From an optimization exercise on the open Yosys and OpenROAD flow, aimed at small area, a short achievable clock period and few clock cycles; shortcuts taken in it are not production practice.
In this exercise RTL edits were held to simulation tests only and were not proved equivalent to the original.
No activity file was given, so power comes from the tool's default toggle rates.

## the reference run
## CPU
module CPU
(
    clk_i,
    rst_i,
    imem_addr_o,
    imem_data_i,
    mem_data_i,
    mem_ack_i,
    mem_data_o,
    mem_addr_o,
    mem_enable_o,
    mem_write_o,
    wb_valid_o,
    wb_rd_o,
    wb_data_o
);
Size: about 8000 cells after synthesis, about 1800 flip-flops, ~0.097 mm2 of cells after synthesis.
==> flow/config.mk <==
export PLATFORM = sky130hd
export DESIGN_NAME = CPU
export DESIGN_NICKNAME = CPU
export VERILOG_FILES = /design/flow/design.v
export SDC_FILE = /design/flow/constraint.sdc
export NUM_CORES = 4
export LEC_CHECK = 0
export CAP_MARGIN = 20
export CORE_MARGIN = 2
export CORE_UTILIZATION = 50
export CTS_CLUSTER_DIAMETER = 60
export CTS_CLUSTER_SIZE = 20
export PLACE_DENSITY = 0.6
export SLEW_MARGIN = 20
==> flow/constraint.sdc <==
create_clock -name core_clock -period 15.0 [get_ports {clk_i}]
set_input_delay 3.0000 -clock core_clock [delete_from_list [all_inputs] [get_ports {clk_i}]]
set_output_delay 3.0000 -clock core_clock [all_outputs]
set_load 0.01 [all_outputs]
standard.sh (not shown) runs the stock make flow with config.mk's settings and CLKGATE_MAP_FILE= SYNTH_SCRIPT=/design/flow/synth_recipe.tcl, a recipe that flattens the netlist after the stock synthesis.
==> flow/flow/run.sh <==
#!/bin/bash
# Layout flow: the standard layout (standard.sh: the standard synthesis, floorplan, placement,
# CTS and routing at the design's clock period and SDC) with two changes:
#  - repair_timing is asked to leave a setup margin (flow/setup_margin.txt), so that it sizes and
#    buffers the critical paths beyond what the 15 ns clock needs;
#  - after placement's repair_design, flow/post_resize.tcl resizes the port buffers (buf_4, or
#    buf_1 on the wide data inputs) and runs
#    repair_timing on the placement.
# make's output goes to make_finish.log here; each ORFS step keeps its own log under orfs/logs/.
set -euo pipefail
cd "$(dirname "$0")/.."
MARGIN=$(cat flow/setup_margin.txt)
echo "standard layout with SETUP_SLACK_MARGIN=$MARGIN and flow/post_resize.tcl"
bash standard.sh finish SETUP_SLACK_MARGIN="$MARGIN" POST_RESIZE_TCL="$PWD/flow/post_resize.tcl" \
  > make_finish.log 2>&1 || { tail -50 make_finish.log; exit 1; }
tail -5 make_finish.log
ls -l out/final.def
==> flow/flow/post_resize.tcl <==
# Hook run by ORFS's resize step (POST_RESIZE_TCL), after repair_design on the global placement.
# 1. The port buffers that buffer_ports chose (the library's weakest buffer, a delay cell) become
#    buf_4, or buf_1 on the wide data inputs, which have time to spare.
# 2. repair_timing with the setup margin in setup_margin.txt, on placement parasitics.
foreach inst [get_cells -quiet {input* output*}] {
  set ref [get_property $inst ref_name]
  if { ![string match "sky130_fd_sc_hd__*buf*" $ref] } { continue }
  set want sky130_fd_sc_hd__buf_4
  foreach pin [get_pins -of_objects $inst -filter "direction==input"] {
    foreach p [get_ports -quiet -of_objects [get_nets -of_objects $pin]] {
      if { [string match "mem_data_i*" [get_name $p]] || [string match "imem_data_i*" [get_name $p]] } {
        set want sky130_fd_sc_hd__buf_1
      }
    }
  }
  if { $ref != $want } {
    replace_cell $inst $want
  }
}
estimate_parasitics -placement
set fp [open [file join [file dirname [info script]] setup_margin.txt]]
set margin [string trim [read $fp]]
close $fp
repair_timing -setup -setup_margin $margin -repair_tns 100 -verbose
report_worst_slack -max
==> flow/flow/setup_margin.txt <==
10.3
The final layout from the reference run, which completed every stage, passed the timing, design-rule and antenna checks at the end of the flow.
Testbench counts of the reference run, summed over its fixed seeds: cycles 55,864.
Edits applied to the flow inputs when going from the reference run to the trial run:
Settings: swapping 50 for 40 in CORE_UTILIZATION.
-- flow/flow/run.sh --
<<< the reference run, line 5
#    buffers the critical paths beyond what the 15 ns clock needs;
#  - after placement's repair_design, flow/post_resize.tcl resizes the port buffers (buf_4, or
#    buf_1 on the wide data inputs) and runs
#    repair_timing on the placement.
>>> the trial run, line 5
#    buffers the critical paths beyond what the 15 ns clock needs;
#  - after placement's repair_design, flow/post_resize.tcl makes the port buffers buf_4 and runs
#    repair_timing on the placement.
Findings:
No run among the trial run and the reference run stopped early or left any final violation; all are clean. The trial run vs. the reference run: critical path depth went up by 2. Taking the reference run as the reference, in the trial run clock-buffer cell count climbed 1.8%, area growth from synthesis to final layout climbed 1.3 points, area after synthesis barely changed, count of unique library cells instantiated by Yosys barely changed, power dissipated in combinational cells climbed about 2%.

## afterwards: timing with drivers on the ports
In the flow no input, the clock included, has a driving cell. The finished layouts below were timed again as built, in two steps.
Step 1 sets driving cells, clkbuf_16 on the clock port and buf_2 on the other inputs (assumed; they add their load-dependent delay and slew).
Step 2 times the ports against the registers' clock, not the clock port: input delays grow and output delays shrink by t, the midpoint of the rising clock arrivals with the driver on.
Three values: ideal ports, drivers, drivers and shift; two values: the first two.
run	shift t [ns]	setup slack, ns	worst setup path at the end	slew at the worst register clock pin (ns)	pins driven straight from the clock port
the reference run	0.948	10.081 / 10.081 / 9.816	input to register	0.09 / 0.09	1
the trial run	0.962	10.206 / 10.171 / 9.966	input to register	0.09 / 0.09	1
After both steps setup and hold are still met in every run listed. For the reference run, which loses most, drivers alone change the setup slack by 0.000 ns; drivers and shift together by -0.265 ns.
